Background: an optimization exercise with open tools, aiming at small area, a short achievable clock period and few clock cycles per item. Do not read the settings as production practice.
The RTL was checked by simulation tests, not by an equivalence proof against the original design.
The clock port is modelled as an ideal driver, which makes a skipped or thinned clock tree look cheaper than it is; a real chip needs a root buffer or a tree.
Power and IR drop assume default switching activity.

// mul_top
module mul_top (
  input              clk,
  input              rst,
  input              in_valid,
  input      [15:0]  a,
  input      [15:0]  b,
  output             out_valid,
  output     [32:0]  res
);
  reg [15:0] a_q, b_q;
  always @(posedge clk) begin a_q <= a; b_q <= b; end
  reg [8:0] one_q, two_q, neg_q;
  always @(posedge clk) begin
    one_q[0] <= b[0] ^ 1'b0; two_q[0] <= (b[1] & ~b[0] & ~1'b0) | (~b[1] & b[0] & 1'b0); neg_q[0] <= b[1];
    one_q[1] <= b[2] ^ b[1]; two_q[1] <= (b[3] & ~b[2] & ~b[1]) | (~b[3] & b[2] & b[1]); neg_q[1] <= b[3];
    one_q[2] <= b[4] ^ b[3]; two_q[2] <= (b[5] & ~b[4] & ~b[3]) | (~b[5] & b[4] & b[3]); neg_q[2] <= b[5];
    one_q[3] <= b[6] ^ b[5]; two_q[3] <= (b[7] & ~b[6] & ~b[5]) | (~b[7] & b[6] & b[5]); neg_q[3] <= b[7];
    one_q[4] <= b[8] ^ b[7]; two_q[4] <= (b[9] & ~b[8] & ~b[7]) | (~b[9] & b[8] & b[7]); neg_q[4] <= b[9];
    one_q[5] <= b[10] ^ b[9]; two_q[5] <= (b[11] & ~b[10] & ~b[9]) | (~b[11] & b[10] & b[9]); neg_q[5] <= b[11];
    one_q[6] <= b[12] ^ b[11]; two_q[6] <= (b[13] & ~b[12] & ~b[11]) | (~b[13] & b[12] & b[11]); neg_q[6] <= b[13];
    one_q[7] <= b[14] ^ b[13]; two_q[7] <= (b[15] & ~b[14] & ~b[13]) | (~b[15] & b[14] & b[13]); neg_q[7] <= b[15];
    one_q[8] <= 1'b0 ^ b[15]; two_q[8] <= (1'b0 & ~1'b0 & ~b[15]) | (~1'b0 & 1'b0 & b[15]); neg_q[8] <= 1'b0;
  end
  reg [2:0] v;
  always @(posedge clk) begin
    if (rst) v <= 0;
    else v <= {v[1:0], in_valid};
  end
  assign out_valid = v[2];
  wire one_0 = one_q[0], two_0 = two_q[0], neg_0 = neg_q[0];
  wire one_1 = one_q[1], two_1 = two_q[1], neg_1 = neg_q[1];
  wire one_2 = one_q[2], two_2 = two_q[2], neg_2 = neg_q[2];
  wire one_3 = one_q[3], two_3 = two_q[3], neg_3 = neg_q[3];
  wire one_4 = one_q[4], two_4 = two_q[4], neg_4 = neg_q[4];
  wire one_5 = one_q[5], two_5 = two_q[5], neg_5 = neg_q[5];
  wire one_6 = one_q[6], two_6 = two_q[6], neg_6 = neg_q[6];
  wire one_7 = one_q[7], two_7 = two_q[7], neg_7 = neg_q[7];
  wire one_8 = one_q[8], two_8 = two_q[8], neg_8 = neg_q[8];
  wire pp_0_0 = ((one_0 & a_q[0]) | (two_0 & 1'b0)) ^ neg_0;
  wire pp_0_1 = ((one_0 & a_q[1]) | (two_0 & a_q[0])) ^ neg_0;
  wire pp_0_2 = ((one_0 & a_q[2]) | (two_0 & a_q[1])) ^ neg_0;
  wire pp_0_3 = ((one_0 & a_q[3]) | (two_0 & a_q[2])) ^ neg_0;
  ...
Size in the first run: ~970 cells after synthesis, roughly 69 I/O pins, ~0.010 mm² of cells after synthesis.
export LEC_CHECK = 0
export CAP_MARGIN = 20
export CORE_MARGIN = 2
export CORE_UTILIZATION = 55
export SLEW_MARGIN = 20
export SYNTH_HIERARCHICAL = 1
create_clock -name core_clock -period 10.0 [get_ports {clk}]
standard.sh (not shown) runs the stock make flow with config.mk's settings and CLKGATE_MAP_FILE= SYNTH_SCRIPT=/design/flow/synth_recipe.tcl, a recipe that flattens the netlist after the stock synthesis.
==> flow/flow/run.sh <==
# Standard ORFS layout (the standard.sh) with plain buf_1 port buffers
# and a tighter setup-repair target; the SDC and clock period are unchanged.
export BUFFER_PORTS_ARGS="-buffer_cell sky130_fd_sc_hd__buf_1"
export POST_CTS_TCL=$PWD/flow/post_cts.tcl
bash standard.sh SETUP_SLACK_MARGIN=7.2  finish > standard.log 2>&1
Other scripts of this flow, unchanged in this note and not shown: flow/flow/post_cts.tcl
Testbench counts at the start, summed over its fixed seeds: cycles 16,016, items 16,000.
Then changed:
--- a/flow/config.mk
+++ b/flow/config.mk
@@ -9,3 +9,3 @@
 export CORE_MARGIN = 2
-export CORE_UTILIZATION = 55
+export CORE_UTILIZATION = 40
 export SLEW_MARGIN = 20
After rerunning: Synthesized cell count stays the same; setup slack is better by 0.068 ns; final area goes up by 1.5%; power goes down by about 0.6%; sequential share of layout area goes down by 0.44 points; via count goes down by 0.91%; routed wire length goes down by about 3.4%; final cell count goes up by about 9%.
In every run of this note, the design's own scripts or RTL, not TritonCTS, make the clock network.

---

== build 14 ==
Another version of the RTL of mul_top (not shown whole).
For scale: ~160 flip-flops, roughly 69 I/O pins, roughly 10000 um^2 of cells after synthesis.
clock: 10.0 ns
lec_check: 0
cap_margin: 20
core_margin: 2
core_utilization: 40
slew_margin: 20
synth_hierarchical: 1
==> flow/flow/run.sh <==
# Standard ORFS layout (the standard.sh) with plain buf_1 port buffers
# and a tighter setup-repair target; the SDC and clock period are unchanged.
export BUFFER_PORTS_ARGS="-buffer_cell sky130_fd_sc_hd__buf_1"
export POST_CTS_TCL=$PWD/flow/post_cts.tcl
bash standard.sh SETUP_SLACK_MARGIN=7.3  finish > standard.log 2>&1
==> flow/flow/post_cts.tcl <==
set ngrp 4
set nsub 2
if {[info exists ::env(FLOW_NGRP)]} { set ngrp $::env(FLOW_NGRP) }
if {[info exists ::env(FLOW_NSUB)]} { set nsub $::env(FLOW_NSUB) }
set midcell sky130_fd_sc_hd__clkbuf_8
if {[info exists ::env(FLOW_MIDCELL)]} { set midcell $::env(FLOW_MIDCELL) }
set block [ord::get_db_block]
set db [ord::get_db]
set port_net [$block findNet clk]

# collect the register clock pins below the clock port, the clock buffers and
# the dummy loads that CTS added
set sinks {}
set bufs {}
set todo [list $port_net]
while {[llength $todo]} {
  set net [lindex $todo 0]; set todo [lrange $todo 1 end]
  foreach it [$net getITerms] {
    set inst [$it getInst]
    if {[$it isOutputSignal]} { continue }
    set m [[$inst getMaster] getName]
    set on "NULL"
    foreach o [$inst getITerms] { if {[$o isOutputSignal]} { set on [$o getNet] } }
    if {[string match *__df* $m]} {
      lappend sinks $it
    } elseif {$on eq "NULL" || [string match sky130_fd_sc_hd__clkbuf* $m]} {
      lappend bufs $inst
      if {$on ne "NULL"} { lappend todo $on }
    } else {
      error "post_cts: unexpected cell $m on the clock tree"
    }
  }
}
puts "post_cts: [llength $sinks] sinks, [llength $bufs] clock tree cells removed"
foreach b $bufs {
  set nets {}
  foreach it [$b getITerms] {
    if {[$it isOutputSignal] && [$it getNet] ne "NULL"} { lappend nets [$it getNet] }
  }
  foreach it [$b getITerms] { if {[$it getNet] ne "NULL"} { $it disconnect } }
  odb::dbInst_destroy $b
  foreach on $nets {
    foreach it [$on getITerms] { $it disconnect }
    odb::dbNet_destroy $on
  }
}

set pts {}
foreach it $sinks {
  set bb [[$it getInst] getBBox]
  lappend pts [list [expr {([$bb xMin] + [$bb xMax]) / 2.0}] [expr {([$bb yMin] + [$bb yMax]) / 2.0}]]
}

# balanced k-means on a subset of points; returns {assignments centres}
proc kmeans {pts idx k} {
  set n [llength $idx]
  set xs {}; set ys {}
  foreach i $idx { lappend xs [lindex $pts $i 0]; lappend ys [lindex $pts $i 1] }
  set x0 [tcl::mathfunc::min {*}$xs]; set x1 [tcl::mathfunc::max {*}$xs]
  set y0 [tcl::mathfunc::min {*}$ys]; set y1 [tcl::mathfunc::max {*}$ys]
  set cx {}; set cy {}
  if {($x1 - $x0) >= ($y1 - $y0)} { set gx [expr {int(ceil(sqrt($k)))}]; set gy [expr {int(ceil($k / double($gx)))}] } else { set gy [expr {int(ceil(sqrt($k)))}]; set gx [expr {int(ceil($k / double($gy)))}] }
  for {set c 0} {$c < $k} {incr c} {
    set i [expr {$c % $gx}]; set j [expr {$c / $gx}]
    lappend cx [expr {$x0 + ($x1-$x0)*($i+0.5)/$gx}]
    lappend cy [expr {$y0 + ($y1-$y0)*($j+0.5)/$gy}]
  }
  set cap [expr {int(ceil($n / double($k))) + 1}]
  for {set iter 0} {$iter < 40} {incr iter} {
    set order {}
    foreach i $idx {
      set best 1e30
      for {set c 0} {$c < $k} {incr c} {
        set d [expr {abs([lindex $pts $i 0]-[lindex $cx $c]) + abs([lindex $pts $i 1]-[lindex $cy $c])}]
        if {$d < $best} { set best $d }
      }
      lappend order [list $i $best]
    }
    set asg [dict create]
    set cnt [lrepeat $k 0]
    foreach e [lsort -real -decreasing -index 1 $order] {
      set i [lindex $e 0]
      set best 1e30; set bk 0
      for {set c 0} {$c < $k} {incr c} {
        if {[lindex $cnt $c] >= $cap} { continue }
        set d [expr {abs([lindex $pts $i 0]-[lindex $cx $c]) + abs([lindex $pts $i 1]-[lindex $cy $c])}]
        if {$d < $best} { set best $d; set bk $c }
      }
      dict set asg $i $bk
      lset cnt $bk [expr {[lindex $cnt $bk] + 1}]
    }
    set sx [lrepeat $k 0.0]; set sy [lrepeat $k 0.0]
    foreach i $idx {
      set c [dict get $asg $i]
      lset sx $c [expr {[lindex $sx $c] + [lindex $pts $i 0]}]
      lset sy $c [expr {[lindex $sy $c] + [lindex $pts $i 1]}]
    }
    for {set c 0} {$c < $k} {incr c} {
      if {[lindex $cnt $c] > 0} {
        lset cx $c [expr {[lindex $sx $c] / [lindex $cnt $c]}]
        lset cy $c [expr {[lindex $sy $c] / [lindex $cnt $c]}]
      }
    }
  }
  return [list $asg $cx $cy $cnt]
}

proc add_buf {block master name in_net x y} {
  set inst [odb::dbInst_create $block $master $name]
  set net [odb::dbNet_create $block clknet_$name]
  $net setSigType CLOCK
  [$inst findITerm A] connect $in_net
  [$inst findITerm X] connect $net
  $inst setLocation [expr {int($x)}] [expr {int($y)}]
  $inst setPlacementStatus PLACED
  return $net
}

set leafm [$db findMaster sky130_fd_sc_hd__clkbuf_16]
set midm [$db findMaster $midcell]
set all {}
for {set i 0} {$i < [llength $pts]} {incr i} { lappend all $i }
lassign [kmeans $pts $all $ngrp] gasg gcx gcy gcnt
puts "post_cts: group sizes $gcnt"
for {set g 0} {$g < $ngrp} {incr g} {
  set gidx {}
  foreach i $all { if {[dict get $gasg $i] == $g} { lappend gidx $i } }
  if {![llength $gidx]} { continue }
  if {$nsub <= 1} {
    set lnet [add_buf $block $leafm my_g${g} $port_net [lindex $gcx $g] [lindex $gcy $g]]
    foreach i $gidx { [lindex $sinks $i] connect $lnet }
    continue
  }
  lassign [kmeans $pts $gidx $nsub] sasg scx scy scnt
  puts "post_cts: group $g sub-group sizes $scnt"
  # the group buffer sits at the centre of its leaf buffers
  set mx 0.0; set my 0.0; set nk 0
  for {set s 0} {$s < $nsub} {incr s} { if {[lindex $scnt $s] > 0} { set mx [expr {$mx + [lindex $scx $s]}]; set my [expr {$my + [lindex $scy $s]}]; incr nk } }
  set mnet [add_buf $block $midm my_g${g} $port_net [expr {$mx / $nk}] [expr {$my / $nk}]]
  for {set s 0} {$s < $nsub} {incr s} {
    if {[lindex $scnt $s] == 0} { continue }
    set lnet [add_buf $block $leafm my_g${g}_s${s} $mnet [lindex $scx $s] [lindex $scy $s]]
    foreach i $gidx { if {[dict get $sasg $i] == $s} { [lindex $sinks $i] connect $lnet } }
  }
}
detailed_placement
estimate_parasitics -placement
report_clock_skew
report_clock_latency
repair_timing_helper
detailed_placement
check_placement -verbose
Build 14 completed every stage of the flow, and the final layout passed the timing, design-rule and antenna checks.
Testbench counts of build 14, summed over its fixed seeds: cycles 16,016, items 16,000.
Input changes introduced in build 28 (baseline for comparison: build 14):
==> flow/flow/run.sh <==
# Standard ORFS layout (the standard.sh) with plain buf_1 port buffers
# and a tighter setup-repair target; the SDC and clock period are unchanged.
export BUFFER_PORTS_ARGS="-buffer_cell sky130_fd_sc_hd__buf_1"
export FLOW_NSUB=3 FLOW_MIDCELL=sky130_fd_sc_hd__clkbuf_16
export POST_CTS_TCL=$PWD/flow/post_cts.tcl
bash standard.sh SETUP_SLACK_MARGIN=7.25  finish > standard.log 2>&1
==> comparison <==
- Going from build 14 to build 28, global routing usage on met1 shrinks by 0.58 points.
- The higher area growth from synthesis to final layout of build 14 and build 28 is in build 14.
- On final clock period utilization by the worst path, build 28 tracks build 14 almost exactly.
- End point of the critical path = res_q[24]$_DFF_P_: build 28; end point of the critical path = res[10]: build 14
- From build 14 to build 28 the numbers moved as follows: cell area moved down, number of buffer and inverter instances along the worst setup path moved down, routability congestion estimate moved up, share of cell area taken by multi-input logic gates moved down.
diff inputs: build 28 => build 89
==> flow/flow/run.sh <==
# Standard ORFS layout (the standard.sh) with plain buf_1 port buffers
# and a tighter setup-repair target; the SDC and clock period are unchanged.
export BUFFER_PORTS_ARGS="-buffer_cell sky130_fd_sc_hd__buf_1"
export POST_CTS_TCL=$PWD/flow/post_cts.tcl
bash standard.sh SETUP_SLACK_MARGIN=7.25  finish > standard.log 2>&1
[summary]
Async set-reset flop share out of synthesis: build 28 vs build 89 identical. Build 28 vs build 89, launching instance or port of the critical path: rst3[10]$_DFF_P_ vs res_q[25]$_DFF_P_. Diff build 28 -> build 89: cell depth of the worst min-delay path barely changed; met1 layer wirelength in the final routing climbed 190 um; count of mapped cells out of synthesis barely changed; met2 usage barely changed.
In every run of this note, the design's own scripts or RTL, not TritonCTS, make the clock network.

==> static timing again, ports no longer ideal <==
Ports are ideal in the flow. The routed layouts listed here were re-timed in OpenROAD. Step 1 assumes that a clkbuf_16 drives the clock port and a buf_2 every other input. Step 2 moves the port delays by t, midway between the first and last clock arrival at a register: inputs arrive t later, outputs are due t later. That takes back most of the time a late clock gives input paths. a / b / c = no drivers / after step 1 / after step 2; a / b = the first two.
run	t, ns	setup slack, ns	worst hold slack (ns)	clock arrival spread, ns	worst register clock-pin slew, ns
the first run of note 1	0.373	7.197 / 7.183 / 7.197	0.451 / 0.451 / 0.451	0.020 / 0.020	0.09 / 0.09
the second run of note 1	0.371	7.266 / 7.189 / 7.285	0.441 / 0.441 / 0.441	0.024 / 0.024	0.09 / 0.09
build 14	0.380	7.268 / 7.185 / 7.276	0.445 / 0.445 / 0.445	0.026 / 0.026	0.09 / 0.09
build 28	0.377	7.266 / 7.187 / 7.266	0.434 / 0.434 / 0.434	0.012 / 0.013	0.07 / 0.07
build 89	0.371	7.268 / 7.186 / 7.302	0.438 / 0.438 / 0.438	0.020 / 0.020	0.09 / 0.09
After both steps setup and hold are still met in every run listed.
